From an optimization exercise on the open Yosys and OpenROAD flow, aimed at small area and a short achievable clock period; shortcuts taken in it are not production practice.
RTL that was checked went through simulation tests only; none was proved equivalent to the original.
Function not checked in run 9: the RTL went through the layout flow alone.
No run shown here takes its clock network from TritonCTS; it comes from the design's own scripts or RTL.
The flow treats the clock pin as an ideal source. Dropping or thinning the clock tree relies on that and would not hold on a real chip.
No activity file was given, so power comes from the tool's default toggle rates.

[flow/pre_cts.tcl]
# Sourced by ORFS's cts.tcl before clock tree synthesis (PRE_CTS_TCL).
# Replaces TritonCTS with a two-level tree built by manual_cts: four root
# buffers on the clock port, each driving a group of leaf buffers, each leaf
# buffer driving a compact cluster of about 24 flip-flops. It has one buffer
# level less than TritonCTS builds for this design, so the clock arrives at
# every register earlier, with the same small skew.
source [file join [file dirname [info script]] mtree.tcl]

rename clock_tree_synthesis tritoncts_clock_tree_synthesis
proc clock_tree_synthesis {args} {
  set n [llength [[[ord::get_db_block] findNet clk] getITerms]]
  set nleaf [expr {max(4, ($n + 23) / 24)}]
  manual_cts 4 $nleaf sky130_fd_sc_hd__clkbuf_16 sky130_fd_sc_hd__clkbuf_16
  set_propagated_clock [all_clocks]
}
[design.v]
module hb_task_queue_core #(
    parameter DEPTH = 16,
    parameter WIDTH = 32
)(
    input  logic clk,
    input  logic reset,                  
    input  logic push_req,
    input  logic [WIDTH-1:0] data_in,
    output logic full,
    output logic valid_out,
    output logic [WIDTH-1:0] data_out,
    input  logic pop_req,
    output logic empty                   
);
    localparam RDEPTH = DEPTH - 1;       
    logic [WIDTH-1:0] head_q;
    logic [WIDTH-1:0] slot [0:RDEPTH-1];
    logic [DEPTH:0]   occ;               
    logic             valid_q, full_q;   
    logic             le1_q;             
    assign data_out  = head_q;
    assign valid_out = valid_q;
    assign full      = full_q;
    assign empty     = occ[0];
    wire push_ok = push_req && !occ[DEPTH];
    wire pop_ok  = pop_req && !occ[0];
    wire inc     = push_ok && !pop_ok;
    wire dec     = pop_ok && !push_ok;
    wire head_en = occ[0] ? push_req : pop_req;
    logic [WIDTH-1:0] head_d;
    always_comb begin
        head_d = le1_q ? data_in : '0;
        for (int j = 0; j < RDEPTH; j++)
            head_d = head_d | (occ[j+2] ? slot[j] : '0);
    end
    always_ff @(posedge clk) begin
        if (head_en)
            head_q <= head_d;
    end
    wire shift = push_req && !occ[0] && !occ[DEPTH];
    always_ff @(posedge clk) begin
        if (shift) begin
            slot[0] <= data_in;
            for (int j = 1; j < RDEPTH; j++)
                slot[j] <= slot[j-1];
        end
    end
    logic [DEPTH:0] occ_n;
    always_comb begin
        occ_n = occ;
        if (inc)      occ_n = {occ[DEPTH-1:0], 1'b0};
        else if (dec) occ_n = {1'b0, occ[DEPTH:1]};
    end
    always_ff @(posedge clk) begin
        if (reset) begin
            occ     <= {{DEPTH{1'b0}}, 1'b1};
            valid_q <= 1'b0;
            full_q  <= 1'b0;
            le1_q   <= 1'b1;
        end else begin
            occ     <= occ_n;
            valid_q <= !occ_n[0];
            full_q  <= occ_n[DEPTH];
            le1_q   <= occ_n[0] | occ_n[1];
        end
    end
endmodule
module hb_task_distributor (
    input  logic clk,
    input  logic reset,                  
    input  logic in_valid,
    input  logic [31:0] in_data,
    output logic out_valid,
    output logic [31:0] out_data,
    input  logic consumer_ready
);
    logic buffered_valid;                
    logic buffered_empty;                
    logic [31:0] buffered_data;
    assign out_valid = buffered_valid;
    assign out_data  = buffered_data;
    always_ff @(posedge clk) begin
        if (in_valid && buffered_empty)
            buffered_data <= in_data;
    end
    logic valid_n;
    always_comb begin
        if (buffered_empty)
            valid_n = in_valid;
        else
            valid_n = !consumer_ready;
    end
    always_ff @(posedge clk) begin
        if (reset) begin
            buffered_valid <= 1'b0;
            buffered_empty <= 1'b1;
        end else begin
            buffered_valid <= valid_n;
            buffered_empty <= !valid_n;
        end
    end
endmodule
module hb_arbiter_banked (
    input  logic clk,
    input  logic reset,                  
    input  logic in_valid,
    input  logic [31:0] in_data,
    output logic [1:0] grant_out,
    output logic [1:0] served_bank
);
    logic rr;
    logic [1:0] grant;
    assign grant_out   = grant;
    assign served_bank = grant;
    always_ff @(posedge clk) begin
        if (reset) begin
            grant <= 2'b00;
            rr    <= 1'b0;
        end else begin
            grant <= in_valid ? (rr ? 2'b10 : 2'b01) : 2'b00;
            if (in_valid) rr <= ~rr;
        end
    end
endmodule
module hb_task_queue_top (
    input  logic        clk,
    input  logic        reset,             
    input  logic        push_req,
    input  logic [31:0] data_in,
    input  logic        pop_req,
    output logic        full,
    output logic        valid_out,
    output logic [31:0] data_out,
    input  logic        consumer_ready,
    output logic        dist_out_valid,
    output logic [31:0] dist_out_data,
    output logic [1:0]  grant_out,
    output logic [1:0]  served_bank
);
    logic q_empty;
    hb_task_queue_core #(.DEPTH(16), .WIDTH(32)) dut_queue (
        .clk(clk),
        .reset(reset),
        .push_req(push_req),
        .data_in(data_in),
        .full(full),
        .valid_out(valid_out),
        .data_out(data_out),
        .pop_req(pop_req),
        .empty(q_empty)
    );
    hb_task_distributor distributor (
        .clk(clk),
        .reset(reset),
        .in_valid(!q_empty),
        .in_data(data_out),
        .out_valid(dist_out_valid),
        .out_data(dist_out_data),
        .consumer_ready(consumer_ready)
    );
    hb_arbiter_banked arbiter (
        .clk(clk),
        .reset(reset),
        .in_valid(!q_empty),
        .in_data(data_out),
        .grant_out(grant_out),
        .served_bank(served_bank)
    );
endmodule
[flow/run.sh]
#!/bin/bash
# Own layout flow: the standard ORFS flow, with two changes:
#  - the clock tree is built by flow/pre_cts.tcl (a two-level tree) in
#    place of TritonCTS;
#  - every port gets a buf_2 as its port buffer.
# Each ORFS step writes its full log under orfs/logs/; make's own output goes
# to flow_make.log in the work folder.
set -euo pipefail
W=$(pwd)
bash standard.sh \
  PRE_CTS_TCL="$W/flow/pre_cts.tcl" \
  BUFFER_PORTS_ARGS="-buffer_cell sky130_fd_sc_hd__buf_2" \
  finish > "$W/flow_make.log" 2>&1
[flow/mtree.tcl]
# Manual two-level clock tree: NROOT root buffers fed by the clock port, each
# driving a group of leaf buffers; each leaf buffer drives a cluster of sinks.
proc manual_cts {nroot nleaf rootcell leafcell} {
  set block [ord::get_db_block]
  set db [ord::get_db]
  set clknet [$block findNet clk]
  set sinks {}
  foreach it [$clknet getITerms] {
    lassign [$it getAvgXY] ok x y
    lappend sinks [list $it $x $y]
  }
  set n [llength $sinks]
  puts "manual_cts: $n sinks"
  # balanced recursive bisection into nleaf clusters
  proc bisect {pts k} {
    if {$k <= 1} { return [list $pts] }
    set xs [lmap p $pts {lindex $p 1}]; set ys [lmap p $pts {lindex $p 2}]
    set dx [expr {[tcl::mathfunc::max {*}$xs] - [tcl::mathfunc::min {*}$xs]}]
    set dy [expr {[tcl::mathfunc::max {*}$ys] - [tcl::mathfunc::min {*}$ys]}]
    set idx [expr {$dx >= $dy ? 1 : 2}]
    set s [lsort -real -index $idx $pts]
    set k1 [expr {$k / 2}]; set k2 [expr {$k - $k1}]
    set cut [expr {round([llength $s] * double($k1) / $k)}]
    return [concat [bisect [lrange $s 0 [expr {$cut-1}]] $k1] [bisect [lrange $s $cut end] $k2]]
  }
  set clusters [bisect $sinks $nleaf]
  set lmaster [$db findMaster $leafcell]
  set rmaster [$db findMaster $rootcell]
  set leaves {}
  set i 0
  foreach c $clusters {
    set sx 0; set sy 0
    foreach p $c { set sx [expr {$sx + [lindex $p 1]}]; set sy [expr {$sy + [lindex $p 2]}] }
    set cx [expr {round($sx / [llength $c])}]; set cy [expr {round($sy / [llength $c])}]
    set inst [odb::dbInst_create $block $lmaster "clkbuf_leaf_m$i"]
    set net [odb::dbNet_create $block "clknet_leaf_m$i"]
    $net setSigType CLOCK
    foreach p $c { set it [lindex $p 0]; $it disconnect; $it connect $net }
    [$inst findITerm X] connect $net
    $inst setLocation $cx $cy
    $inst setPlacementStatus PLACED
    lappend leaves [list $inst $cx $cy]
    incr i
  }
  set groups [bisect $leaves $nroot]
  set i 0
  foreach g $groups {
    set sx 0; set sy 0
    foreach p $g { set sx [expr {$sx + [lindex $p 1]}]; set sy [expr {$sy + [lindex $p 2]}] }
    set cx [expr {round($sx / [llength $g])}]; set cy [expr {round($sy / [llength $g])}]
    set inst [odb::dbInst_create $block $rmaster "clkbuf_root_m$i"]
    set net [odb::dbNet_create $block "clknet_root_m$i"]
    $net setSigType CLOCK
    foreach p $g { [[lindex $p 0] findITerm A] connect $net }
    [$inst findITerm X] connect $net
    [$inst findITerm A] connect $clknet
    $inst setLocation $cx $cy
    $inst setPlacementStatus PLACED
    incr i
  }
  $clknet setSigType CLOCK
  puts "manual_cts: [llength $clusters] leaves, [llength $groups] roots"
}
[config.mk]
export PLATFORM = sky130hd
export DESIGN_NAME = hb_task_queue_top
export DESIGN_NICKNAME = hb_task_queue_top
export VERILOG_FILES = /design/flow/design.v
export SDC_FILE = /design/flow/constraint.sdc
export NUM_CORES = 4
export LEC_CHECK = 0
export CAP_MARGIN = 20
export CORE_MARGIN = 2
export CORE_UTILIZATION = 40
export SETUP_SLACK_MARGIN = 2.1
export SLEW_MARGIN = 20
[constraint.sdc]
create_clock -name core_clock -period 3.6 [get_ports {clk}]
set_input_delay 0.7200 -clock core_clock [delete_from_list [all_inputs] [get_ports {clk}]]
set_output_delay 0.7200 -clock core_clock [all_outputs]
set_load 0.01 [all_outputs]
[standard.sh]
#!/bin/bash
# synth_recipe.tcl (not shown) runs the flow's synth.tcl, then flattens the netlist and writes it again
# the make line also repeats each setting of config.mk as NAME=value (left out here)
make -C /OpenROAD-flow-scripts/flow DESIGN_CONFIG=/design/flow/config.mk WORK_HOME=/design/flow/orfs CLKGATE_MAP_FILE= SYNTH_SCRIPT=/design/flow/synth_recipe.tcl "${@:-finish}"
==> flow_summary.toml, run 1 <==
[worst_setup_path]
worstPathCellList = "buf_6"
reg2reg_depth = 7
r2r-start = "dut_queue.full_q$_SDFFE_PP0P_"
worstPathRequired_ns = 2.88
slowest_stage = "edfxtp_1"
cp-startpoint = "distributor.buffered_data[1]$_DFFE_PP_"
start_kind = "register"
max_stage_delay_ns = 0.52
cp.arrival_ns = 1.05
r2r_setup_slack_ns = 1.88
crit_type = "register to output port"
critPathTopFamily = "flip-flops"
crit_path_end_kind = "output port"
r2r-end = "dut_queue.slot[10][6]$_DFFE_PP_"
worst-path-buf-inv = 1
cp_max_fo = 1

[global_route]
grt_pass1_vias = 10850
grtUsageTotal_pct = 18.76
grt_start_max_net_pins = 83
gr-total-overflow = 0
grt_pass1_wl_microns = 73590
antenna_found_initial = 0

[final_layout]
final_cells = 1934
drive_gt1_share_pct = 37.32
synthToLayoutAreaGrowth_pct = 28.59
final.fill_count = 3846
fin_util_pct = 52.01
fin_nets = 1303
num_antenna_cells = 0

[logic_synthesis]
synth_warnings = 4
synth_seq_cells = 568
synth_top_cell_by_area = "edfxtp_1"
ys_seq_area_share_pct = 82.87
synth.distinct_cells = 27
synth_top_area_share_pct = 80.50
syn_area_sq_um = 20290
netlist_instances = 1006
synth_area_per_cell_sq_um = 20.17
syn_nets = 1045
synth.area.top_cells = "edfxtp_1 (80%), a221oi_1 (6.0%), a22o_1 (5.5%)"

[floorplan]
io_pins = 108
die_x_microns = 229.2
fp.dieH_microns = 229.2
initial_utilization_pct = 40.45
placementRows = 82
die_area_sq_um = 52550
core_area_sq_um = 50170

[timing]
report.final.slew_viol_count = 0
worst_pin_slew_ns = 0.5084
min_period_ns = 1.774
finalSetupViolations = 0
final.setup.worst_slack_ns = 1.826
min_period_over_period_pct = 49.28
fmax_ghz = 0.5637
hold_viol = 0
skew_ns = 0.01527
rsz0062_at_grt = "yes"
maxSlewHeadroom_pct = 66.10

[place]
io_buffers = 107
pre_cts_ws_ns = 1.190
place.gp.congestion = 0.7602
placed_cells = 1736
dpl.hpwl_microns = 25310

[pwr]
ir_drop_mv = 0.2490
p_per_area_nw_per_um2 = 503.9
power.leakage_nw = 8.696
p_total_mw = 13.15

[clocking]
clkTransAtPathRegs_ns = 0.10
cts.hold.buffers_added = 0
clk_latency_ns = 0.36

[detailed_routing]
post_drt_wl_per_cell_microns = 29.35
wirelength_microns = 56770
drt_iter0_markers = 1384
drt-vias-per-instance = 6.104
firstDrtPassIters = 7
antenna_left = 0
drc = 0
vias = 11806

[hold_path]
whs_endpoint = "dut_queue.slot[4][17]$_DFFE_PP_"
holdPathStages = 0
hold_class = "register to register"
hp-start = "dut_queue.slot[3][17]$_DFFE_PP_"

[flow_run]
cap_violations = 0

[run_status]
status = "timing/DRC/antenna clean"
==> Yosys cell counts <==
master	n
clkbuf_1	26
a21o_1	1
buf_4	5
a21oi_1	1
buf_6	28
a221oi_2	3
inv_1	2
dfxtp_1	24
xor2_1	1
buf_2	15
nor3b_1	1
o21bai_1	1
nand3b_1	1
nand4_1	32
nor3_1	15
edfxtp_1	544
nand2_1	4
nor2_1	10
ha_1	2
a22o_1	128
mux2_2	1
mux2i_1	2
nor2b_4	1
nand2b_1	2
nor2b_1	15
or2_2	2
a221oi_1	139
==> logic make-up (layout without fill, tap and decap cells) <==
| group | Yosys count | in the layout | synth area share, % |
|---|---|---|---|
| AO/OA/AOI/OAI | 273 | 273 | 11.84 |
| flip-flops | 568 | 568 | 82.87 |
| multiplexers | 3 | 3 | 0.1541 |
| XOR/XNOR | 1 | 1 | 0.04317 |
| adder cells (fa/ha/maj) | 2 | 2 | 0.1233 |
| AND/OR/NAND/NOR | 83 | 84 | 2.343 |
| buffers and inverters | 76 | 331 | 2.627 |
==> metrics by stage <==
| stage | hold slack [ns] | cell area (sq um) | setup TNS, ns |
|---|---|---|---|
| 2_1_floorplan | 0.4267 | 20410 | -2244.82 |
| 3_3_place_gp | 0.4285 | 21490 | 0 |
| 3_5_place_dp | 0.4346 | 21490 | 0 |
| 4_1_cts | 0.4493 | 23900 | 0 |
| 5_1_grt | 0.4645 | 26100 | 0 |
| 6_report | 0.4481 | 26100 | 0 |
==> registers in the layout (all words and copies together), names as in the netlist <==
signal                      cells
arbiter.grant                   2
arbiter.rr                      1
distributor.buffered_data      32
distributor.buffered_empty      1
distributor.buffered_valid      1
dut_queue.full_q                1
dut_queue.head_q               32
dut_queue.le1_q                 1
dut_queue.occ                  16
dut_queue.slot                480
dut_queue.valid_q               1
==> worst max-delay path by stage <==
stage          slack (ns)  depth (start not counted)                               end
6_report             1.83                          1                  dist_out_data[1]
4_1_cts              1.66                          2                              full
2_1_floorplan       -4.68                          2    dut_queue.slot[0][0]$_DFFE_PP_
3_5_place_dp         1.19                          5   dut_queue.slot[2][25]$_DFFE_PP_
3_3_place_gp         1.22                          5  dut_queue.slot[10][26]$_DFFE_PP_
5_1_grt              1.81                          1                      data_out[22]
==> routing by layer <==
metal	wire, microns	GRT usage (%)	up-vias
li1	-	-	4838
met1	23790	26.88	6249
met2	26870	29.75	628
met3	4356	2.926	91
met4	1754	5.601	0
met5	0	0	-
==> power breakdown <==
group / switching (mW) / internal [mW]
Sequential: 0.268 / 7.65
Clock: 1.90 / 1.41
Combinational: 0.997 / 0.929
==> final cells by class <==
type | count | area, sq um | area share (%)
Timing Repair Buffer | 301 | 3921 | 15.03
Sequential cell | 568 | 16880 | 64.70
Inverter | 2 | 12.51 | 0.04795
Buffer | 28 | 700.7 | 2.685
Tap cell | 672 | 840.8 | 3.222
Multi-Input combinational cell | 363 | 3736 | 14.32
==> cell usage in the layout (no fill, tap or decap), types with 17 or more instances in the layout <==
cell	synthesis	layout
edfxtp_1	544	544
a22o_1	128	128
buf_2	15	98
a221oi_2	3	97
clkbuf_16	0	67
buf_4	5	45
a221oi_1	139	41
buf_6	28	34
nand4_1	32	32
buf_8	0	32
buf_12	0	28
buf_16	0	24
dfxtp_4	0	17
==> repair_timing <==
action	4_1_cts	5_1_grt
gates resized for setup	117	149
setup endpoints to repair	514	556
pin swaps	26	34
gates cloned	14	59
setup buffers	74	23
==> run 2: changes to the inputs <==
--- a/config.mk
+++ b/config.mk
@@ -9,4 +9,4 @@
 export CORE_MARGIN = 2
 export CORE_UTILIZATION = 40
-export SETUP_SLACK_MARGIN = 2.1
+export SETUP_SLACK_MARGIN = 1.9
 export SLEW_MARGIN = 20
==> flow_summary.toml, run 2 <==
[detailed_routing]
post_drt_wl_per_cell_microns = 26.39
drc = 0
drt-vias-per-instance = 5.907
antenna_left = 0
wirelength_microns = 47880
drt_iter0_markers = 1305
vias = 10715
firstDrtPassIters = 6

[worst_setup_path]
worst-path-buf-inv = 4
reg2reg_depth = 5
slowest_stage = "bufbuf_16"
start_kind = "primary input"
cp.arrival_ns = 1.82
worstPathRequired_ns = 3.66
max_stage_delay_ns = 0.31
crit_type = "primary input to register"
cp.depth = 6
critPathTopFamily = "buffers and inverters"
cp_max_fo = 17
worstPathCellList = "buf_2 -> nand2b_4 -> nor2_4 -> buf_6 -> buf_4 -> bufbuf_16"
crit_path_end_kind = "register"

[floorplan]
placementRows = 82
die_x_microns = 229.2
io_pins = 108
initial_utilization_pct = 40.45
fp.dieH_microns = 229.2
die_area_sq_um = 52550
core_area_sq_um = 50170

[timing]
maxSlewHeadroom_pct = 56.42
min_period_over_period_pct = 48.72
skew_ns = 0.01839
worst_pin_slew_ns = 0.6537
rsz0062_at_grt = "yes"
finalSetupViolations = 0
fmax_ghz = 0.5702
hold_viol = 0
min_period_ns = 1.754
report.final.slew_viol_count = 0

[pwr]
power.leakage_nw = 7.355
p_total_mw = 12.43
p_per_area_nw_per_um2 = 540.4
ir_drop_mv = 0.2616

[global_route]
grt_pass1_wl_microns = 68270
grt_pass1_vias = 10303
grtUsageTotal_pct = 17.12
grt_start_max_net_pins = 201
antenna_found_initial = 1
gr-total-overflow = 0

[logic_synthesis]
synth.distinct_cells = 27
synth_area_per_cell_sq_um = 20.17
ys_seq_area_share_pct = 82.87
synth.most_common_cell = "edfxtp_1"
synth_common_cells = "edfxtp_1 (544), a221oi_1 (139), a22o_1 (128)"
synth_ff_type = "edfxtp_1"
synth.area.top_cells = "edfxtp_1 (80%), a221oi_1 (6.0%), a22o_1 (5.5%)"
netlist_instances = 1006
syn_area_sq_um = 20290
synth_top_cell_by_area = "edfxtp_1"
async_reset_ff_share_pct = 0
syn_nets = 1045
synth_top_area_share_pct = 80.50
synth_warnings = 4
synth_enable_flop_cells = 544
synth_seq_cells = 568

[clocking]
cts.hold.buffers_added = 0
clkTransAtPathRegs_ns = 0.09
clk_latency_ns = 0.36

[final_layout]
final_cells = 1814
drive_gt1_share_pct = 20.93
layout_commonest_cell = "edfxtp_1"
num_antenna_cells = 0
layout_common_cells = "edfxtp_1 (544), a221oi_1 (134), a22o_1 (128)"
largest_reg_flops = 480
synthToLayoutAreaGrowth_pct = 13.32
top_register = "dut_queue.slot"
fin_nets = 1183
top_regs = "dut_queue.slot (480), distributor.buffered_data (32), dut_queue.head_q (32)"

[place]
place.gp.congestion = 0.7624
dpl.hpwl_microns = 25160
io_buffers = 107
placed_cells = 1744

[run_status]
status = "timing/DRC/antenna clean"

[hold_path]
holdPathStages = 0
hold_class = "register to register"

[flow_run]
cap_violations = 0
## run 2: cell counts after synthesis
No cell type changed its count.
## run 2: repair_timing
action / CTS / global route
gates resized for setup: 33 / 18
buffers inserted: 5 / 22
pin swaps: 1 / 5
endpoints found under the hold margin: 0 / 0
cloned: 6 / 9
setup endpoints to repair: 524 / 491
## run 2: logic make-up (layout without fill, tap and decap cells)
kind of cell             after synthesis  count (layout)  share of synthesized area, %
flip-flops                           568             568                         82.87
AO/OA/AOI/OAI                        273             273                         11.84
AND/OR/NAND/NOR                       83              83                         2.343
buffers and inverters                 76             212                         2.627
multiplexers                           3               3                        0.1541
adder cells (fa/ha/maj)                2               2                        0.1233
XOR/XNOR                               1               1                       0.04317
## run 2: per-layer routing
layer	share of wire [%]	vias to the layer above	wire [microns]	global-route usage [%]
li1	-	4564	-	-
met1	43	5581	20810	25.33
met2	47	515	22510	27.41
met3	7.7	55	3703	2.577
met4	1.8	0	858	2.739
met5	0	-	0	0
## run 2: power breakdown
group,switching (mW),internal (mW)
clock network,1.88,1.41
registers,0.205,7.65
logic,0.779,0.510
total,2.86,9.56
## run 2: worst paths after layout
check / slack [ns] / endpoint / start
setup / recovery: 1.85 / dut_queue.slot[3][20]$_DFFE_PP_ / push_req
hold / removal: 0.45 / dut_queue.slot[7][16]$_DFFE_PP_ / dut_queue.slot[6][16]$_DFFE_PP_
setup reg to reg: 1.91 / dut_queue.head_q[16]$_DFFE_PP_ / dut_queue.full_q$_SDFFE_PP0P_
hold reg to reg: 0.45 / dut_queue.slot[7][16]$_DFFE_PP_ / dut_queue.slot[6][16]$_DFFE_PP_
## run 2: final cells by class
class                      count  area, sq um
fill                        4195        27170
sequential                   568        16850
multi-input combinational    362         3033
timing repair buffer         182         1563
tap                          672        840.8
buffer                        28        700.7
inverter                       2        7.507
## run 2: through the flow
stage               utilization [%]  setup slack [ns]  hold WS (ns)  cell area (sq um)  setup TNS [ns]
floorplan                         -            -4.678        0.4267              20330        -2245.62
global route                  45.84             1.850        0.4597              23000               0
finish                        45.84             1.846        0.4506              23000               0
CTS                           44.92             1.664        0.4493              22540               0
detailed placement            42.85             1.220        0.4338              21500               0
global placement              42.85             1.255        0.4278              21500               0
## run 2: worst register-to-register path: cells and delay by family (launching register included)
family | cells | cell delay (ns)
DFF | 1 | 0.38
AOI/OAI and AO/OA | 2 | 0.46
buffers and inverters | 2 | 0.34
and+or+nand+nor | 1 | 0.21
==> run 3: changes to the inputs <==
--- a/design.v
+++ b/design.v
@@ -19,4 +19,5 @@
     logic             valid_q, full_q;   
     logic             le1_q;             
+    logic             mid_q;             
     assign data_out  = head_q;
     assign valid_out = valid_q;
@@ -37,6 +38,8 @@
         if (head_en)
             head_q <= head_d;
+        else
+            head_q <= head_q & {WIDTH{!occ[0]}};
     end
-    wire shift = push_req && !occ[0] && !occ[DEPTH];
+    wire shift = push_req && mid_q;
     always_ff @(posedge clk) begin
         if (shift) begin
@@ -58,4 +61,5 @@
             full_q  <= 1'b0;
             le1_q   <= 1'b1;
+            mid_q   <= 1'b0;
         end else begin
             occ     <= occ_n;
@@ -63,4 +67,5 @@
             full_q  <= occ_n[DEPTH];
             le1_q   <= occ_n[0] | occ_n[1];
+            mid_q   <= !occ_n[0] && !occ_n[DEPTH];
         end
     end
@@ -83,4 +88,6 @@
         if (in_valid && buffered_empty)
             buffered_data <= in_data;
+        else
+            buffered_data <= buffered_data & {32{!buffered_empty}};
     end
     logic valid_n;
==> flow_summary.toml, run 3 <==
[run_status]
status = "timing/DRC/antenna clean"

[detailed_routing]
wl_met2_microns = 24360
firstDrtPassIters = 5
drt_iter0_markers = 1276
drc = 0
vias = 11783
drt-vias-per-instance = 5.862
routed.top_layer = "met5"
met3_length_microns = 3935
antenna_left = 0
wl_met1_microns = 22090
wirelength_microns = 51730
post_drt_wl_per_cell_microns = 25.73

[logic_synthesis]
synth.distinct_cells = 30
synth_seq_cells = 569
ys_seq_area_share_pct = 79.07
synth-xor-area-share_pct = 0.04276
synth_warnings = 4
synth_top_cell_by_area = "edfxtp_1"
yosys.area_share.simple_pct = 3.335
synth_fa_ha_area_share_pct = 0.1222
synthMuxAreaShare_pct = 0.4887
synth_top_family_by_area = "compound AO/OA/AOI/OAI gates"
synth.area.top_cells = "edfxtp_1 (70%), dfxtp_1 (8.7%), a22o_1 (6.5%)"
synth-compound-area-share_pct = 13.79
netlist_instances = 1197
synth_common_cells = "edfxtp_1 (480), a22o_1 (152), a221oi_1 (127)"
synth_ff_type = "edfxtp_1"
syn_area_sq_um = 20480
synth.most_common_cell = "edfxtp_1"
synth_top_area_share_pct = 70.37
synth_area_per_cell_sq_um = 17.11
synth_enable_flop_cells = 480
async_reset_ff_share_pct = 0
syn_nets = 1236

[pwr]
p_int_mw = 9.095
pwr-share-comb_pct = 5.6
power_switching_mw = 2.444
seqPwrFrac_pct = 66.1
power.leakage_nw = 7.861
p_per_area_nw_per_um2 = 490.8
p_total_mw = 11.54
sw_frac_of_total_pct = 21.18
ir_drop_mv = 0.2575
pwr-share-clk_pct = 28.3

[worst_setup_path]
critPathTopFamily = "flip-flops"
start_kind = "register"
worst-path-buf-inv = 1
crit_type = "register to output port"
crit_path_end_kind = "output port"
worstPathRequired_ns = 2.88
cp_max_fo = 5
max_stage_delay_ns = 0.45
slowest_stage = "dfxtp_4"
cp.arrival_ns = 0.97
worstPathCellList = "buf_2"

[timing]
fmax_ghz = 0.5902
hold_viol = 0
rsz0062_at_grt = "yes"
report.final.slew_viol_count = 0
hold_slack_ns = 0.4426
maxSlewHeadroom_pct = 66.72
skew_ns = 0.02215
worst_pin_slew_ns = 0.4992
finalSetupViolations = 0
min_period_ns = 1.694
min_period_over_period_pct = 47.07

[clocking]
clkTransAtPathRegs_ns = 0.10
clk_latency_ns = 0.37

[floorplan]
fp.dieH_microns = 230.3
initial_utilization_pct = 40.66
die_x_microns = 230.3
placementRows = 82
die_area_sq_um = 53030
io_pins = 108
core_area_sq_um = 50380

[final_layout]
drive_gt1_share_pct = 22.42
num_antenna_cells = 0
fin_nets = 1379
synthToLayoutAreaGrowth_pct = 14.78
layout_commonest_cell = "edfxtp_1"
top_register = "dut_queue.slot"
top_regs = "dut_queue.slot (480), distributor.buffered_data (32), dut_queue.head_q (32)"
largest_reg_flops = 480
final_cells = 2010
layout_common_cells = "edfxtp_1 (480), a22o_1 (152), buf_2 (106)"

[place]
dpl.hpwl_microns = 29420
placed_cells = 1934
place.gp.congestion = 0.7665
io_buffers = 107

[global_route]
gr-total-overflow = 0
antenna_found_initial = 1
grt_pass1_wl_microns = 74780
grtUsageTotal_pct = 18.49
grt_pass1_vias = 11488
grt_start_max_net_pins = 78

[flow_run]
cap_violations = 0

[hold_path]
hold_class = "register to register"
-- run 3: metal layers --
layer | vias to the layer above | track usage, %
li1 | 5132 | -
met1 | 6065 | 26.80
met2 | 505 | 29.87
met3 | 79 | 2.170
met4 | 2 | 4.496
met5 | - | 0
-- run 3: area by class of cell --
type                    count  area, sq um
fillers                  4221        26860
flip-flops and latches    569        16250
multi-input cells         503         3966
repair buffers            202         1615
well taps                 672        840.8
plain buffers              28        700.7
inverters                  36        135.1
-- run 3: worst reg2reg max path: cells and delay by family (launching register included) --
kind	cells	cell delay (ns)
buf+inv	2	0.33
flops	1	0.37
compound gates	3	0.67
simple gates	1	0.19
-- run 3: repair_timing --
item,in CTS,in global routing
setup buffers,25,18
hold buffers,0,0
pin swaps,8,16
setup endpoints to repair,548,45
resized for setup,58,45
gates cloned,3,2
-- run 3: power by group through the flow --
| stage | sequential [mW] | combinational, mW | clock, mW |
|---|---|---|---|
| global placement | 7.77 | 0.570 | 0 |
| detailed placement | 7.78 | 0.580 | 0 |
| floorplan | 7.77 | 0.324 | 0 |
| global route | 7.67 | 0.695 | 3.55 |
| finish | 7.63 | 0.641 | 3.27 |
| CTS | 7.63 | 0.631 | 3.34 |
-- run 3: per-stage QoR --
stage | utilization (%) | setup slack [ns] | cell area, sq um | TNS [ns]
2_1_floorplan | - | -1.020 | 20620 | -489.75
3_3_place_gp | 43.35 | 1.293 | 21840 | 0
3_5_place_dp | 43.36 | 1.224 | 21840 | 0
4_1_cts | 45.73 | 1.902 | 23040 | 0
5_1_grt | 46.67 | 1.870 | 23510 | 0
6_report | 46.67 | 1.906 | 23510 | 0
-- run 3: cell families after synthesis --
| group | count (synthesis) |
|---|---|
| AND/OR/NAND/NOR | 136 |
| flip-flops | 569 |
| adder cells (fa/ha/maj) | 2 |
| XOR/XNOR | 1 |
| buffers and inverters | 127 |
| multiplexers | 10 |
| AO/OA/AOI/OAI | 352 |
-- run 3: final timing paths --
kind,startpoint,endpoint,slack (ns),depth (start not counted)
min reg2reg,dut_queue.slot[5][21]$_DFFE_PP_,dut_queue.slot[6][21]$_DFFE_PP_,0.44,0
min,dut_queue.slot[5][21]$_DFFE_PP_,dut_queue.slot[6][21]$_DFFE_PP_,0.44,0
max reg2reg,dut_queue.occ[6]$_SDFFE_PP0P_,dut_queue.head_q[18]$_DFF_P_,1.95,6
max,dut_queue.full_q$_SDFF_PP0_,full,1.91,1
==> run 4: changes to the inputs <==
--- a/config.mk
+++ b/config.mk
@@ -9,4 +9,4 @@
 export CORE_MARGIN = 2
 export CORE_UTILIZATION = 40
-export SETUP_SLACK_MARGIN = 1.9
+export SETUP_SLACK_MARGIN = 2.0
 export SLEW_MARGIN = 20
==> flow_summary.toml, run 4 <==
[floorplan]
initial_utilization_pct = 40.66
core_area_sq_um = 50380
fp.dieH_microns = 230.3
placementRows = 82
die_area_sq_um = 53030
die_x_microns = 230.3
io_pins = 108

[worst_setup_path]
cp.arrival_ns = 1.00
crit_path_end_kind = "output port"
cp_max_fo = 7
max_stage_delay_ns = 0.50
worstPathCellList = "buf_6"
slowest_stage = "dfxtp_4"
worstPathRequired_ns = 2.88
start_kind = "register"
crit_type = "register to output port"
worst-path-buf-inv = 1
critPathTopFamily = "flip-flops"

[global_route]
grt_pass1_vias = 11538
globalRoute.busiestLayer = "met2"
use_met3_pct = 2.133
gr-total-overflow = 0
grt_util_met2_pct = 31.19
use_met1_pct = 27.18
grtUsageTotal_pct = 18.96
antenna_found_initial = 0
grt_pass1_wl_microns = 76120
grt_start_max_net_pins = 52

[logic_synthesis]
synth-xor-area-share_pct = 0.04276
synth_area_per_cell_sq_um = 17.11
synth.area.top_cells = "edfxtp_1 (70%), dfxtp_1 (8.7%), a22o_1 (6.5%)"
synth_ff_type = "edfxtp_1"
syn_area_sq_um = 20480
synth_seq_cells = 569
synth_warnings = 4
ys_seq_area_share_pct = 79.07
synth_top_area_share_pct = 70.37
synth.distinct_cells = 30
netlist_instances = 1197
synth.most_common_cell = "edfxtp_1"
synth_fa_ha_area_share_pct = 0.1222
synth_enable_flop_cells = 480
yosys.area_share.simple_pct = 3.335
synth-compound-area-share_pct = 13.79
synth_top_cell_by_area = "edfxtp_1"
synth_top_family_by_area = "compound AO/OA/AOI/OAI gates"
synthMuxAreaShare_pct = 0.4887
synth_common_cells = "edfxtp_1 (480), a22o_1 (152), a221oi_1 (127)"
async_reset_ff_share_pct = 0
syn_nets = 1236

[detailed_routing]
vias = 11954
firstDrtPassIters = 5
antenna_left = 0
wirelength_microns = 52850
drt_iter0_markers = 1418
drt-vias-per-instance = 5.886
drc = 0
post_drt_wl_per_cell_microns = 26.02

[timing]
rsz0062_at_grt = "yes"
maxSlewHeadroom_pct = 64.07
min_period_over_period_pct = 47.78
fmax_ghz = 0.5813
skew_ns = 0.01833
finalSetupViolations = 0
hold_viol = 0
min_period_ns = 1.720
report.final.slew_viol_count = 0
worst_pin_slew_ns = 0.5390

[run_status]
status = "timing/DRC/antenna clean"

[pwr]
p_total_mw = 11.65
pwr-share-clk_pct = 28.1
ir_drop_mv = 0.2909
power_switching_mw = 2.482
seqPwrFrac_pct = 65.5
power.leakage_nw = 8.213
p_per_area_nw_per_um2 = 478.2
p_int_mw = 9.173
sw_frac_of_total_pct = 21.30
pwr-share-comb_pct = 6.3

[place]
io_buffers = 107
dpl.hpwl_microns = 28800
placed_cells = 1927
place.gp.congestion = 0.7450

[clocking]
clk_latency_ns = 0.36
clkTransAtPathRegs_ns = 0.10
cts.hold.buffers_added = 0

[final_layout]
top_register = "dut_queue.slot"
top_regs = "dut_queue.slot (480), distributor.buffered_data (32), dut_queue.head_q (32)"
layout_commonest_cell = "edfxtp_1"
largest_reg_flops = 480
fin_nets = 1400
num_antenna_cells = 0
final_cells = 2031
layout_common_cells = "edfxtp_1 (480), a22o_1 (152), buf_2 (92)"
drive_gt1_share_pct = 28.55
synthToLayoutAreaGrowth_pct = 18.99

[hold_path]
hold_class = "register to register"

[flow_run]
cap_violations = 0
-- run 4: changes by cell type in the layout (fill, tap and decap cells not counted), moves of 14 or more --
| cell | change |
|---|---|
| buf_4 | -17 |
| dfxtp_1 | -31 |
| buf_2 | -14 |
| dfxtp_2 | +24 |
| a221oi_1 | -33 |
| buf_6 | +42 |
| a221oi_2 | +33 |
-- run 4: routing by layer --
layer  share of wire [%]  vias to the layer above  wire (microns)
li1                    -                     5201               -
met1                  43                     6220           22850
met2                  48                      470           25330
met3                 6.6                       63            3469
met4                 2.3                        0            1200
met5                   0                        -               0
-- run 4: kinds of logic (layout without fill, tap and decap cells) --
kind of cell,count (synthesis),count (layout)
AO/OA/AOI/OAI,352,352
XOR/XNOR,1,1
adder cells (fa/ha/maj),2,2
buffers and inverters,127,288
flip-flops,569,569
multiplexers,10,10
AND/OR/NAND/NOR,136,137
-- run 4: area by class of cell --
cell class,instances,area [sq um]
well taps,672,840.8
multi-input cells,502,4170
fillers,4197,26000
flip-flops and latches,569,16310
repair buffers,224,2217
plain buffers,28,700.7
inverters,36,135.1
-- run 4: final timing paths --
path         slack (ns)  depth (start not counted)                             from                               to
max                1.88                          1      dut_queue.full_q$_SDFF_PP0_                             full
min                0.44                          0  dut_queue.slot[1][15]$_DFFE_PP_  dut_queue.slot[2][15]$_DFFE_PP_
max reg2reg        1.95                          5      dut_queue.full_q$_SDFF_PP0_      dut_queue.head_q[9]$_DFF_P_
min reg2reg        0.44                          0  dut_queue.slot[1][15]$_DFFE_PP_  dut_queue.slot[2][15]$_DFFE_PP_
-- run 4: per-stage QoR --
stage / utilization [%] / setup slack (ns) / cell area [sq um] / hold WS, ns / TNS [ns]
2_1_floorplan: - / -1.020 / 20620 / 0.4267 / -489.75
3_3_place_gp: 43.30 / 1.110 / 21810 / 0.4280 / 0
3_5_place_dp: 43.30 / 1.070 / 21810 / 0.4343 / 0
4_1_cts: 46.62 / 1.877 / 23490 / 0.4519 / 0
5_1_grt: 48.38 / 1.846 / 24370 / 0.4644 / 0
6_report: 48.38 / 1.880 / 24370 / 0.4394 / 0
-- run 4: repair_timing --
| action | CTS | global route |
|---|---|---|
| endpoints found under the setup margin | 566 | 370 |
| pin swaps | 16 | 39 |
| endpoints found under the hold margin | 0 | 0 |
| cloned | 9 | 4 |
| resized for setup | 121 | 100 |
| setup buffers | 32 | 31 |
-- run 4: power by group through the flow --
stage | Clock [mW] | Combinational (mW) | Sequential, mW
after floorplan | 0 | 0.324 | 7.77
after global routing | 3.58 | 0.795 | 7.67
final | 3.28 | 0.738 | 7.64
after CTS | 3.37 | 0.657 | 7.63
after global placement | 0 | 0.572 | 7.77
after detailed placement | 0 | 0.580 | 7.78
==> run 5: changes to the inputs <==
--- a/config.mk
+++ b/config.mk
@@ -11,2 +11,3 @@
 export SETUP_SLACK_MARGIN = 2.0
 export SLEW_MARGIN = 20
+export TNS_END_PERCENT = 10
==> flow_summary.toml, run 5 <==
[run_status]
status = "timing/DRC/antenna clean"

[clocking]
clk_latency_ns = 0.36
clkTransAtPathRegs_ns = 0.10
cts.hold.buffers_added = 0

[floorplan]
io_pins = 108
placementRows = 82
die_area_sq_um = 53030
core_area_sq_um = 50380
die_x_microns = 230.3
initial_utilization_pct = 40.66
fp.dieH_microns = 230.3

[logic_synthesis]
synth.distinct_cells = 30
ys_seq_area_share_pct = 79.07
synth.area.top_cells = "edfxtp_1 (70%), dfxtp_1 (8.7%), a22o_1 (6.5%)"
async_reset_ff_share_pct = 0
synth_seq_cells = 569
synth_area_per_cell_sq_um = 17.11
syn_area_sq_um = 20480
synth.most_common_cell = "edfxtp_1"
synth_enable_flop_cells = 480
synth_top_cell_by_area = "edfxtp_1"
synth_common_cells = "edfxtp_1 (480), a22o_1 (152), a221oi_1 (127)"
synth_warnings = 4
netlist_instances = 1197
synth_ff_type = "edfxtp_1"
synth_top_area_share_pct = 70.37
syn_nets = 1236

[global_route]
gr-total-overflow = 0
grt_start_max_net_pins = 92
antenna_found_initial = 0
globalRoute.busiestLayer = "met2"
grtUsageTotal_pct = 18.62
use_met1_pct = 26.86
grt_pass1_wl_microns = 75390
grt_util_met2_pct = 30.65
use_met3_pct = 2.170
grt_pass1_vias = 11471

[worst_setup_path]
cp_max_fo = 7
worstPathRequired_ns = 3.84
start_kind = "register"
crit_path_end_kind = "register"
cp.arrival_ns = 1.95
crit_type = "register to register"

[final_layout]
fin_util_pct = 47.25
synthToLayoutAreaGrowth_pct = 16.20
drive_gt1_share_pct = 24.18
layout_common_cells = "edfxtp_1 (480), a22o_1 (152), buf_2 (103)"
final.fill_count = 4203
largest_reg_flops = 480
top_register = "dut_queue.slot"
layout_commonest_cell = "edfxtp_1"
top_regs = "dut_queue.slot (480), distributor.buffered_data (32), dut_queue.head_q (32)"
num_antenna_cells = 0
fin_nets = 1385

[detailed_routing]
firstDrtPassIters = 5
drt_iter0_markers = 1444
drc = 0
post_drt_wl_per_cell_microns = 25.77
vias = 11832
antenna_left = 0
drt-vias-per-instance = 5.869
wirelength_microns = 51960

[timing]
worst_pin_slew_ns = 0.5376
final.setup.worst_slack_ns = 1.889
setup_tns_ns = 0
hold_viol = 0
skew_ns = 0.01158
report.final.slew_viol_count = 0
maxSlewHeadroom_pct = 64.16
hold_slack_ns = 0.4527
min_period_over_period_pct = 47.54
rsz0062_at_grt = "yes"
fmax_ghz = 0.5843
finalSetupViolations = 0
min_period_ns = 1.711

[place]
pre_cts_ws_ns = 1.026
dpl.hpwl_microns = 28500
io_buffers = 107
place.gp.congestion = 0.7606

[pwr]
p_per_area_nw_per_um2 = 485.8
p_total_mw = 11.56
power.leakage_nw = 7.980
ir_drop_mv = 0.2584

[flow_run]
cap_violations = 0

[hold_path]
hold_class = "register to register"
run 5: logic make-up after synthesis:
logic type / synth area share [%]
adder cells (fa/ha/maj): 0.1221
XOR/XNOR: 0.04277
AO/OA/AOI/OAI: 13.79
buffers and inverters: 3.158
flip-flops: 79.07
multiplexers: 0.4887
AND/OR/NAND/NOR: 3.335
run 5: area by class of cell:
| type | instances | area (sq um) | area share (%) |
|---|---|---|---|
| buffer | 28 | 700.7 | 2.944 |
| inverter | 36 | 135.1 | 0.5677 |
| multi-input combinational | 502 | 4064 | 17.07 |
| sequential | 569 | 16250 | 68.29 |
| tap | 672 | 840.8 | 3.533 |
| timing repair buffer | 209 | 1808 | 7.596 |
run 5: stage by stage:
| stage | std cells | cell area, sq um |
|---|---|---|
| 6_report | 2016 | 23800 |
| 5_1_grt | 2016 | 23800 |
| 4_1_cts | 1999 | 23320 |
| 3_5_place_dp | 1928 | 21760 |
| 3_3_place_gp | 1928 | 21760 |
| 2_1_floorplan | 1197 | 20510 |
run 5: repair_timing:
action / CTS / global route
pin swaps: 19 / 30
cloned: 4 / 2
setup buffers: 39 / 15
setup endpoints to repair: 564 / 281
resized for setup: 88 / 51
run 5: final timing paths:
| path | cells past startpoint | end | from | slack [ns] |
|---|---|---|---|---|
| worst min-delay path | 0 | dut_queue.slot[14][21]$_DFFE_PP_ | dut_queue.slot[13][21]$_DFFE_PP_ | 0.45 |
| worst max register to register | 6 | dut_queue.head_q[21]$_DFF_P_ | dut_queue.occ[6]$_SDFFE_PP0P_ | 1.89 |
| worst min register to register | 0 | dut_queue.slot[14][21]$_DFFE_PP_ | dut_queue.slot[13][21]$_DFFE_PP_ | 0.45 |
| worst max-delay path | 6 | dut_queue.head_q[21]$_DFF_P_ | dut_queue.occ[6]$_SDFFE_PP0P_ | 1.89 |
run 5: report_power, final:
| group | internal, mW | total (mW) | switching [mW] |
|---|---|---|---|
| clock | 1.41 | 3.29 | 1.88 |
| sequential | 7.45 | 7.62 | 0.179 |
| combinational | 0.247 | 0.648 | 0.400 |
| total | 9.10 | 11.6 | 2.46 |
run 5: routing by layer:
metal  vias up  share of wire, %
met3        61               6.6
met1      6141                43
met2       481                48
li1       5149                 -
met5         -                 0
met4         0               2.1
run 5: critical path: stages (launching register included):
cell and delay, ns:
dfxtp_4 0.39, buf_12 0.15, a22o_1 0.22, a221oi_2 0.21
nand4_1 0.28, mux2i_1 0.23, o21ai_1 0.10
==> run 6: changes to the inputs <==
--- a/config.mk
+++ b/config.mk
@@ -8,6 +8,5 @@
 export CAP_MARGIN = 20
 export CORE_MARGIN = 2
-export CORE_UTILIZATION = 40
-export SETUP_SLACK_MARGIN = 2.0
+export CORE_UTILIZATION = 50
+export SETUP_SLACK_MARGIN = 1.9
 export SLEW_MARGIN = 20
-export TNS_END_PERCENT = 10
==> flow_summary.toml, run 6 <==
[run_status]
status = "timing/DRC/antenna clean"

[logic_synthesis]
synth_enable_flop_cells = 480
ys_seq_area_share_pct = 79.07
syn_nets = 1236
syn_area_sq_um = 20480
netlist_instances = 1197
synth_top_area_share_pct = 70.37
synth_top_cell_by_area = "edfxtp_1"
synth.most_common_cell = "edfxtp_1"
synth_warnings = 4
synth_area_per_cell_sq_um = 17.11
async_reset_ff_share_pct = 0
synth_common_cells = "edfxtp_1 (480), a22o_1 (152), a221oi_1 (127)"
synth.area.top_cells = "edfxtp_1 (70%), dfxtp_1 (8.7%), a22o_1 (6.5%)"
synth.distinct_cells = 30
synth_seq_cells = 569
synth_ff_type = "edfxtp_1"

[timing]
rsz0062_at_grt = "yes"
min_period_ns = 1.675
hold_slack_ns = 0.4471
min_period_over_period_pct = 46.53
report.final.slew_viol_count = 0
final.setup.worst_slack_ns = 1.925
fmax_ghz = 0.5970
finalSetupViolations = 0
worst_pin_slew_ns = 0.5143
skew_ns = 0.02025
maxSlewHeadroom_pct = 65.64
setup_tns_ns = 0
hold_viol = 0

[worst_setup_path]
crit_type = "register to register"
cp-startpoint = "dut_queue.occ[13]$_SDFFE_PP0P_"
reg2reg_depth = 5
cp_max_fo = 16
start_kind = "register"
crit_path_end_kind = "register"
r2r-start = "dut_queue.occ[13]$_SDFFE_PP0P_"
cp.arrival_ns = 1.92
worstPathRequired_ns = 3.84

[floorplan]
placementRows = 74
die_x_microns = 206.4
fp.dieH_microns = 206.4
die_area_sq_um = 42600
initial_utilization_pct = 50.39
core_area_sq_um = 40650
io_pins = 108

[pwr]
power.leakage_nw = 7.612
ir_drop_mv = 0.3589
p_per_area_nw_per_um2 = 502.2
p_total_mw = 11.49

[detailed_routing]
drt_iter0_markers = 1192
drt-vias-per-instance = 6.373
vias = 11713
drc = 0
wirelength_microns = 49690
firstDrtPassIters = 5
post_drt_wl_per_cell_microns = 27.03
antenna_left = 0

[clocking]
cts.hold.buffers_added = 0
clk_latency_ns = 0.36
clkTransAtPathRegs_ns = 0.09

[place]
dpl.hpwl_microns = 27770
place.gp.congestion = 0.7867
placed_cell_area_sq_um = 21590
io_buffers = 107
pre_cts_ws_ns = 1.233

[final_layout]
multi_input_area_sq_um = 3801
fin_area_sq_um = 22880
largest_reg_flops = 480
layout_common_cells = "edfxtp_1 (480), a22o_1 (152), a221oi_1 (115)"
fin_nets = 1347
drive_gt1_share_pct = 18.38
num_antenna_cells = 0
final.fill_count = 3155
top_register = "dut_queue.slot"
register_area_sq_um = 16240
top_regs = "dut_queue.slot (480), distributor.buffered_data (32), dut_queue.head_q (32)"
synthToLayoutAreaGrowth_pct = 11.72
layout_commonest_cell = "edfxtp_1"

[global_route]
grt_pass1_vias = 10977
grt_start_max_net_pins = 91
gr-total-overflow = 0
antenna_found_initial = 1
grt_pass1_wl_microns = 71640
grtUsageTotal_pct = 22.65

[hold_path]
hp-start = "dut_queue.slot[4][12]$_DFFE_PP_"
hold_class = "register to register"
holdPathStages = 0

[flow_run]
cap_violations = 0
## run 6: kinds of logic after synthesis
group | synth area share [%]
buffers and inverters | 3.158
flip-flops | 79.07
multiplexers | 0.4887
XOR/XNOR | 0.04277
AND/OR/NAND/NOR | 3.335
adder cells (fa/ha/maj) | 0.1221
AO/OA/AOI/OAI | 13.79
## run 6: routing by layer
metal | GRT usage [%] | vias to the layer above | share of wire, %
li1 | - | 5073 | -
met1 | 34.58 | 6044 | 44
met2 | 35.62 | 536 | 47
met3 | 2.491 | 60 | 7.6
met4 | 4.337 | 0 | 2.0
met5 | 0 | - | 0
## run 6: path summary, 6_finish.rpt
check	end	slack, ns
worst max-delay path	dut_queue.head_q[14]$_DFF_P_	1.93
worst min-delay path	dut_queue.slot[5][12]$_DFFE_PP_	0.45
worst max register to register	dut_queue.head_q[14]$_DFF_P_	1.93
worst min register to register	dut_queue.slot[5][12]$_DFFE_PP_	0.45
## run 6: per-stage QoR
stage / instances / utilization [%]
global route: 1838 / 56.30
detailed placement: 1782 / 53.12
floorplan: 1197 / -
finish: 1838 / 56.30
CTS: 1833 / 55.89
global placement: 1782 / 53.12
## run 6: area by class of cell
type	instances	share of cell area, %
Inverter	36	0.5905
Multi-Input combinational cell	503	16.61
Buffer	28	3.062
Timing Repair Buffer	170	5.845
Sequential cell	569	70.98
Tap cell	532	2.909
## run 6: repair_timing
action                     CTS  global route
setup buffers               21             5
gates cloned                 2             0
gates resized for setup     40            21
setup endpoints to repair  546            52
pin swaps                    4             5
## run 6: report_power, final
group          leakage (nW)  switching (mW)  internal (mW)
Clock                 0.345            1.83           1.40
Sequential             5.17           0.182           7.45
Combinational          2.09           0.388          0.240
Total                  7.61            2.40           9.09
## run 6: critical path: stages, from the launching register on
cell and delay [ns]:
dfxtp_4 0.46, buf_6 0.23, buf_4 0.20, a221oi_1 0.32
nand4_1 0.14, a22o_1 0.22
==> run 7: changes to the inputs <==
--- a/config.mk
+++ b/config.mk
@@ -8,5 +8,6 @@
 export CAP_MARGIN = 20
 export CORE_MARGIN = 2
-export CORE_UTILIZATION = 50
+export CORE_UTILIZATION = 70
+export PLACE_DENSITY = 0.82
 export SETUP_SLACK_MARGIN = 1.9
 export SLEW_MARGIN = 20
==> flow_summary.toml, run 7 <==
[run_status]
status = "timing/DRC/antenna clean"

[logic_synthesis]
synth_fa_ha_area_share_pct = 0.1222
synth.area.top_cells = "edfxtp_1 (70%), dfxtp_1 (8.7%), a22o_1 (6.5%)"
synth_ff_type = "edfxtp_1"
ys_seq_area_share_pct = 79.07
synth-xor-area-share_pct = 0.04276
synth_top_family_by_area = "compound AO/OA/AOI/OAI gates"
syn_area_sq_um = 20480
netlist_instances = 1197
synth-compound-area-share_pct = 13.79
synth_area_per_cell_sq_um = 17.11
synth_enable_flop_cells = 480
synthMuxAreaShare_pct = 0.4887
synth_warnings = 4
synth.most_common_cell = "edfxtp_1"
synth_top_cell_by_area = "edfxtp_1"
syn_nets = 1236
synth_seq_cells = 569
yosys.area_share.simple_pct = 3.335
synth.distinct_cells = 30
synth_top_area_share_pct = 70.37
async_reset_ff_share_pct = 0
synth_common_cells = "edfxtp_1 (480), a22o_1 (152), a221oi_1 (127)"

[final_layout]
drive_gt1_share_pct = 19.50
final.fill_count = 1415
largest_reg_flops = 480
top_regs = "dut_queue.slot (480), distributor.buffered_data (32), dut_queue.head_q (32)"
num_antenna_cells = 0
fin_area_sq_um = 22820
layout_commonest_cell = "edfxtp_1"
fin_nets = 1364
synthToLayoutAreaGrowth_pct = 11.40
layout_common_cells = "edfxtp_1 (480), a22o_1 (151), a221oi_1 (112)"
multi_input_area_sq_um = 3837
register_area_sq_um = 16240
top_register = "dut_queue.slot"

[timing]
maxSlewHeadroom_pct = 49.81
min_period_over_period_pct = 49.07
report.final.slew_viol_count = 0
rsz0062_at_grt = "yes"
worst_pin_slew_ns = 0.7529
min_period_ns = 1.767
final.setup.worst_slack_ns = 1.833
fmax_ghz = 0.5661
hold_viol = 0
hold_slack_ns = 0.4535
finalSetupViolations = 0
skew_ns = 0.01015

[floorplan]
initial_utilization_pct = 71.17
die_area_sq_um = 30650
io_pins = 108
placementRows = 62
fp.dieH_microns = 175.1
die_x_microns = 175.1
core_area_sq_um = 28780

[worst_setup_path]
reg2reg_depth = 8
cp-startpoint = "push_req"
start_kind = "primary input"
r2r-start = "dut_queue.full_q$_SDFF_PP0_"
cp.depth = 9
cp_max_fo = 17
worstPathCellList = "buf_4 -> nand2b_1 -> inv_2 -> ha_4 -> buf_8 -> nand2_1 -> a21oi_1 -> a21oi_1 -> nor2_1"
r2r-end = "dut_queue.occ[14]$_SDFFE_PP0P_"
worstPathRequired_ns = 3.87
cp.arrival_ns = 2.04
critPathTopFamily = "buffers and inverters"
path_common_cell = "a21oi_1"
crit_type = "primary input to register"
r2r_setup_slack_ns = 1.88
max_stage_delay_ns = 0.25
worst-path-buf-inv = 3
endpoint = "dut_queue.occ[6]$_SDFFE_PP0P_"
slowest_stage = "ha_4"
crit_path_end_kind = "register"

[clocking]
clkTransAtPathRegs_ns = 0.09
clk_latency_ns = 0.35

[place]
placed_cell_area_sq_um = 21450
pre_cts_ws_ns = 1.136
dpl.hpwl_microns = 27280
place.gp.congestion = 0.8116
io_buffers = 107

[detailed_routing]
drt-vias-per-instance = 7.142
firstDrtPassIters = 5
drc = 0
drt_iter0_markers = 1865
wirelength_microns = 48240
post_drt_wl_per_cell_microns = 28.26
vias = 12191
antenna_left = 0

[global_route]
antenna_found_initial = 0
grtUsageTotal_pct = 30.49
grt_start_max_net_pins = 56
gr-total-overflow = 0
grt_pass1_wl_microns = 70410
grt_pass1_vias = 11709

[pwr]
p_total_mw = 11.49
ir_drop_mv = 0.3599
power.leakage_nw = 7.703
p_per_area_nw_per_um2 = 503.4

[hold_path]
hold_class = "register to register"

[flow_run]
cap_violations = 0
==> run 7: cell counts after synthesis <==
No cell type changed its count.
==> run 7: tightest hold or removal path: stages, from the launching register on <==
cell and delay [ns]:
dfxtp_1 0.31, inv_1 0.04, o21ai_0 0.06
==> run 7: metrics by stage <==
step / cells / utilization (%) / setup TNS (ns)
floorplan: 1197 / - / -489.75
finish: 1707 / 79.28 / 0
detailed placement: 1642 / 74.53 / 0
global route: 1707 / 79.28 / 0
global placement: 1642 / 74.53 / 0
CTS: 1697 / 78.48 / 0
==> run 7: cells by family (layout without fill, tap and decap cells) <==
logic type               count (synthesis)  after routing
AO/OA/AOI/OAI                          352            352
XOR/XNOR                                 1              1
adder cells (fa/ha/maj)                  2              2
buffers and inverters                  127            251
flip-flops                             569            569
multiplexers                            10             10
AND/OR/NAND/NOR                        136            138
==> run 7: cell type report <==
type / count / area share, %
repair buffers: 187 / 6.251
multi-input cells: 503 / 16.82
plain buffers: 28 / 3.071
inverters: 36 / 0.5922
flip-flops and latches: 569 / 71.16
well taps: 384 / 2.106
==> run 7: worst min path at each step <==
stage / start / cells after the start / slack [ns] / endpoint
6_report: distributor.buffered_data[13]$_DFF_P_ / 2 / 0.45 / distributor.buffered_data[13]$_DFF_P_
5_1_grt: dut_queue.slot[11][22]$_DFFE_PP_ / 0 / 0.46 / dut_queue.slot[12][22]$_DFFE_PP_
4_1_cts: dut_queue.slot[3][18]$_DFFE_PP_ / 0 / 0.45 / dut_queue.slot[4][18]$_DFFE_PP_
3_5_place_dp: dut_queue.slot[1][18]$_DFFE_PP_ / 0 / 0.44 / dut_queue.slot[2][18]$_DFFE_PP_
3_3_place_gp: dut_queue.slot[7][8]$_DFFE_PP_ / 0 / 0.43 / dut_queue.slot[8][8]$_DFFE_PP_
2_1_floorplan: dut_queue.slot[1][0]$_DFFE_PP_ / 0 / 0.43 / dut_queue.slot[2][0]$_DFFE_PP_
==> run 7: report_power, final <==
part / internal [mW] / switching [mW] / total, mW
combinational: 0.244 / 0.393 / 0.637
sequential: 7.45 / 0.189 / 7.64
clock: 1.40 / 1.81 / 3.21
==> run 7: repair_timing <==
item | CTS | global route
pin swaps | 6 | 10
hold buffers | 0 | 0
buffers inserted | 23 | 9
cloned | 4 | 1
endpoints found under the setup margin | 494 | 111
resized for setup | 38 | 30
==> run 7: per-layer routing <==
layer	wire length [microns]	up-vias	GRT usage [%]
met3	4971	113	4.156
li1	-	5102	-
met1	18310	6118	43.87
met4	1659	0	9.757
met2	23300	858	49.54
met5	0	-	0
==> run 8: changes to the inputs <==
--- a/config.mk
+++ b/config.mk
@@ -8,6 +8,6 @@
 export CAP_MARGIN = 20
 export CORE_MARGIN = 2
-export CORE_UTILIZATION = 70
-export PLACE_DENSITY = 0.82
+export CORE_UTILIZATION = 60
+export PLACE_DENSITY = 0.72
 export SETUP_SLACK_MARGIN = 1.9
 export SLEW_MARGIN = 20
==> flow_summary.toml, run 8 <==
[floorplan]
die_area_sq_um = 35630
placementRows = 67
die_x_microns = 188.8
initial_utilization_pct = 60.93
core_area_sq_um = 33620
fp.dieH_microns = 188.8
io_pins = 108

[pwr]
power_switching_mw = 2.374
pwr-share-comb_pct = 5.4
ir_drop_mv = 0.3942
p_total_mw = 11.46
power.leakage_nw = 7.652
p_per_area_nw_per_um2 = 502.2
p_int_mw = 9.081
sw_frac_of_total_pct = 20.72
pwr-share-clk_pct = 28.1
seqPwrFrac_pct = 66.5

[timing]
finalSetupViolations = 0
min_period_ns = 1.677
hold_slack_ns = 0.4517
fmax_ghz = 0.5962
min_period_over_period_pct = 46.59
final.setup.worst_slack_ns = 1.923
report.final.slew_viol_count = 0
setup_tns_ns = 0
worst_pin_slew_ns = 1.019
skew_ns = 0.01641
rsz0062_at_grt = "yes"
hold_viol = 0
maxSlewHeadroom_pct = 31.95

[global_route]
antenna_found_initial = 2
grt_pass1_wl_microns = 70150
grt_pass1_vias = 11564
grt_start_max_net_pins = 83
gr-total-overflow = 0
grtUsageTotal_pct = 25.88

[final_layout]
fin_util_pct = 67.86
top_register = "dut_queue.slot"
drive_gt1_share_pct = 19.06
fin_area_sq_um = 22810
layout_commonest_cell = "edfxtp_1"
fin_nets = 1358
final_cells = 1766
synthToLayoutAreaGrowth_pct = 11.36
largest_reg_flops = 480
top_regs = "dut_queue.slot (480), distributor.buffered_data (32), dut_queue.head_q (32)"
layout_common_cells = "edfxtp_1 (480), a22o_1 (152), a221oi_1 (114)"

[clocking]
clk_latency_ns = 0.35
cts.hold.buffers_added = 0
clkTransAtPathRegs_ns = 0.09

[logic_synthesis]
syn_area_sq_um = 20480
synth_warnings = 4
synth_seq_cells = 569
synth.area.top_cells = "edfxtp_1 (70%), dfxtp_1 (8.7%), a22o_1 (6.5%)"
synth.distinct_cells = 30
synth_common_cells = "edfxtp_1 (480), a22o_1 (152), a221oi_1 (127)"
async_reset_ff_share_pct = 0
synth.most_common_cell = "edfxtp_1"
synth_top_area_share_pct = 70.37
synth_area_per_cell_sq_um = 17.11
synth_top_cell_by_area = "edfxtp_1"
synth_ff_type = "edfxtp_1"
ys_seq_area_share_pct = 79.07
synth_enable_flop_cells = 480
syn_nets = 1236
netlist_instances = 1197

[worst_setup_path]
cp_max_fo = 82
cp.arrival_ns = 1.68
worstPathRequired_ns = 3.60
crit_path_end_kind = "register"
r2r_setup_slack_ns = 1.94
crit_type = "primary input to register"
start_kind = "primary input"

[place]
place.gp.congestion = 0.7961
pre_cts_ws_ns = 1.129
io_buffers = 107
placed_cell_area_sq_um = 21430
placed_cells = 1698
dpl.hpwl_microns = 26870

[run_status]
status = "timing/DRC/antenna clean"

[detailed_routing]
drt_iter0_markers = 1343
antenna_left = 0
firstDrtPassIters = 6
drt-vias-per-instance = 6.650
wirelength_microns = 47100
vias = 11744
drc = 0
post_drt_wl_per_cell_microns = 26.67

[hold_path]
hold_class = "register to register"

[flow_run]
cap_violations = 0
[run 8: path summary, 6_finish.rpt]
kind / depth (start not counted) / from / to
setup reg to reg: 6 / dut_queue.occ[2]$_SDFFE_PP0P_ / dut_queue.head_q[21]$_DFF_P_
hold / removal: 2 / distributor.buffered_data[17]$_DFF_P_ / distributor.buffered_data[17]$_DFF_P_
hold reg to reg: 2 / distributor.buffered_data[17]$_DFF_P_ / distributor.buffered_data[17]$_DFF_P_
setup / recovery: 3 / push_req / dut_queue.slot[8][13]$_DFFE_PP_
[run 8: layout make-up]
type / instances / area (sq um)
Sequential cell: 569 / 16240
Fill cell: 2179 / 10810
Multi-Input combinational cell: 503 / 3809
Timing Repair Buffer: 181 / 1360
Buffer: 28 / 700.7
Tap cell: 448 / 560.5
Inverter: 36 / 135.1
Antenna cell: 1 / 2.502
[run 8: metal layers]
metal / global-route usage [%] / share of wire (%) / vias to the layer above
li1: - / - / 5095
met1: 37.22 / 40 / 5967
met2: 42.43 / 49 / 597
met3: 2.980 / 8.8 / 85
met4: 7.482 / 3.1 / 0
met5: 0 / 0 / -
[run 8: repair_timing]
action | CTS | global route
buffers inserted | 20 | 14
pin swaps | 3 | 8
endpoints found under the setup margin | 505 | 464
cloned | 3 | 2
gates resized for setup | 29 | 34
[run 8: logic make-up (layout without fill, tap and decap cells)]
family / after synthesis / after routing / share of synthesized area [%]
adders and majority gates: 2 / 2 / 0.1221
and+or+nand+nor: 136 / 138 / 3.335
other: 0 / 1 / 0
xor gates and xnor gates: 1 / 1 / 0.04277
buffers and inverters: 127 / 245 / 3.158
muxes: 10 / 10 / 0.4887
DFF: 569 / 569 / 79.07
AOI/OAI and AO/OA: 352 / 352 / 13.79
[run 8: power by group through the flow]
stage                     Clock [mW]  Combinational, mW  Sequential [mW]
after global placement             0              0.537             7.77
after CTS                       3.26              0.591             7.63
final                           3.22              0.616             7.62
after global routing            3.48              0.667             7.66
after floorplan                    0              0.324             7.77
after detailed placement           0              0.549             7.78
[run 8: worst max-delay path, cell delays in order]
cell and delay [ns]:
clkbuf_4 0.22, and2_4 0.30, buf_16 0.35
==> run 9: changes to the inputs <==
--- a/design.v
+++ b/design.v
@@ -16,4 +16,6 @@
     logic [WIDTH-1:0] head_q;
     logic [WIDTH-1:0] slot [0:RDEPTH-1];
+    logic [DEPTH-1:0] occ_lo;            
+    logic             nfull_q;           
     logic [DEPTH:0]   occ;               
     logic             valid_q, full_q;   
@@ -24,4 +26,5 @@
     assign full      = full_q;
     assign empty     = occ[0];
+    assign occ       = {!nfull_q, occ_lo};
     wire push_ok = push_req && !occ[DEPTH];
     wire pop_ok  = pop_req && !occ[0];
@@ -57,5 +60,6 @@
     always_ff @(posedge clk) begin
         if (reset) begin
-            occ     <= {{DEPTH{1'b0}}, 1'b1};
+            occ_lo  <= {{(DEPTH-1){1'b0}}, 1'b1};
+            nfull_q <= 1'b1;
             valid_q <= 1'b0;
             full_q  <= 1'b0;
@@ -63,5 +67,6 @@
             mid_q   <= 1'b0;
         end else begin
-            occ     <= occ_n;
+            occ_lo  <= occ_n[DEPTH-1:0];
+            nfull_q <= !occ_n[DEPTH];
             valid_q <= !occ_n[0];
             full_q  <= occ_n[DEPTH];
==> flow_summary.toml, run 9 <==
[global_route]
gr-total-overflow = 0
antenna_found_initial = 2
grtUsageTotal_pct = 26.04
grt_start_max_net_pins = 63
grt_pass1_vias = 11428
grt_pass1_wl_microns = 70310

[detailed_routing]
vias = 11801
antenna_left = 0
drc = 0
post_drt_wl_per_cell_microns = 26.90
firstDrtPassIters = 5
wirelength_microns = 47710
drt_iter0_markers = 1302
drt-vias-per-instance = 6.652

[logic_synthesis]
synth.area.top_cells = "edfxtp_1 (70%), dfxtp_1 (8.7%), a22o_1 (6.1%)"
synth_enable_flop_cells = 480
synth.most_common_cell = "edfxtp_1"
synth_area_per_cell_sq_um = 17.23
synth_top_area_share_pct = 69.73
netlist_instances = 1200
async_reset_ff_share_pct = 0
ys_seq_area_share_pct = 78.45
synth_warnings = 4
synth_seq_cells = 570
synth.distinct_cells = 34
synth_common_cells = "edfxtp_1 (480), a22o_1 (144), a221oi_1 (126)"
syn_nets = 1239
syn_area_sq_um = 20670
synth_ff_type = "edfxtp_1"
synth_top_cell_by_area = "edfxtp_1"

[worst_setup_path]
start_kind = "register"
cp.arrival_ns = 1.99
crit_type = "register to register"
cp_max_fo = 6
slowest_stage = "dfxtp_4"
worstPathCellList = "clkinvlp_4 -> buf_12 -> a221oi_2 -> nand4_1 -> mux2i_1 -> o21ai_0"
crit_path_end_kind = "register"
worstPathRequired_ns = 3.85
max_stage_delay_ns = 0.37

[place]
io_buffers = 107
placed_cells = 1710
place.gp.congestion = 0.7981
dpl.hpwl_microns = 27810

[final_layout]
layout_common_cells = "edfxtp_1 (480), a22o_1 (144), a221oi_1 (110)"
top_register = "dut_queue.slot"
final_cells = 1774
drive_gt1_share_pct = 20.53
layout_commonest_cell = "edfxtp_1"
synthToLayoutAreaGrowth_pct = 11.11
final.fill_count = 2257
largest_reg_flops = 480
top_regs = "dut_queue.slot (480), distributor.buffered_data (32), dut_queue.head_q (32)"
fin_nets = 1366

[timing]
skew_ns = 0.01963
worst_pin_slew_ns = 0.6484
min_period_ns = 1.746
hold_slack_ns = 0.4453
finalSetupViolations = 0
rsz0062_at_grt = "yes"
min_period_over_period_pct = 48.50
report.final.slew_viol_count = 0
maxSlewHeadroom_pct = 56.77
hold_viol = 0
fmax_ghz = 0.5727

[flow_run]
cap_violations = 0

[pwr]
ir_drop_mv = 0.3869
p_per_area_nw_per_um2 = 500.5
power.leakage_nw = 7.738

[clocking]
clk_latency_ns = 0.36
clkTransAtPathRegs_ns = 0.10

[floorplan]
die_x_microns = 189.6
initial_utilization_pct = 61.34
fp.dieH_microns = 189.6
die_area_sq_um = 35950
io_pins = 108
placementRows = 67
core_area_sq_um = 33700

[hold_path]
hold_class = "register to register"

[run_status]
status = "timing/DRC/antenna clean"
==> run 9: changes by cell type in the layout (fill, tap and decap cells not counted), moves of 4 or more <==
cell and delta:
a21oi_1 -4, a21oi_2 +4, a221oi_1 -4, a221oi_2 +4, a22o_1 -8, a22o_2 +8, buf_4 +9, buf_6 -5
==> run 9: layout make-up <==
cell class / count / area (sq um) / area share, %
multi-input cells: 502 / 3839 / 16.71
well taps: 448 / 560.5 / 2.440
diodes: 1 / 2.502 / 0.01090
inverters: 38 / 146.4 / 0.6374
flip-flops and latches: 570 / 16270 / 70.82
repair buffers: 187 / 1454 / 6.330
plain buffers: 28 / 700.7 / 3.051
==> run 9: per-stage QoR <==
step                      TNS, ns  area, sq um  worst slack, ns  utilization [%]  total power, mW
final                           0        22970            1.854            68.16            11.50
after floorplan           -479.28        20800          -0.9985                -            8.133
after detailed placement        0        21560            1.186            63.97            8.371
after global placement          0        21560            1.231            63.97            8.343
after global routing            0        22970            1.763            68.16            11.83
after CTS                       0        22720            1.894            67.42            11.53
==> run 9: worst paths after layout <==
kind,start,end,slack [ns],cells after the start
worst max-delay path,dut_queue.nfull_q$_SDFF_PP1_,dut_queue.head_q[20]$_DFF_P_,1.85,6
worst min-delay path,dut_queue.slot[3][30]$_DFFE_PP_,dut_queue.slot[4][30]$_DFFE_PP_,0.45,0
worst max register to register,dut_queue.nfull_q$_SDFF_PP1_,dut_queue.head_q[20]$_DFF_P_,1.85,6
worst min register to register,dut_queue.slot[3][30]$_DFFE_PP_,dut_queue.slot[4][30]$_DFFE_PP_,0.45,0
==> run 9: report_power, final <==
part | total [mW] | switching, mW | internal [mW]
Sequential | 7.68 | 0.204 | 7.47
Clock | 3.23 | 1.82 | 1.40
Combinational | 0.592 | 0.370 | 0.222
==> run 9: per-layer routing <==
metal | routed length (microns) | up-vias | track usage (%)
li1 | - | 5118 | -
met1 | 19120 | 5968 | 38.54
met2 | 22870 | 642 | 41.81
met3 | 4532 | 71 | 3.357
met4 | 1181 | 2 | 6.649
met5 | 11 | - | 0
==> run 9: what timing repair did <==
action,CTS,global route
hold buffers,0,0
cloned,4,2
gates resized for setup,47,23
setup endpoints to repair,484,68
pin swaps,4,8
buffers inserted,22,7
==> run 9: logic make-up after synthesis <==
kind of cell	share of synthesized area [%]
flops	78.45
compound gates	13.74
simple gates	3.293
buf+inv	3.874
mux	0.4843
fa+ha+maj	0.1210
xor+xnor	0.04238
==> run 9: worst max-delay path: cells and delay by family (launching register included) <==
family,cells,cell delay [ns]
muxes,1,0.20
and+or+nand+nor,1,0.25
DFF,1,0.37
buffers and inverters,2,0.49
AOI/OAI and AO/OA,2,0.31
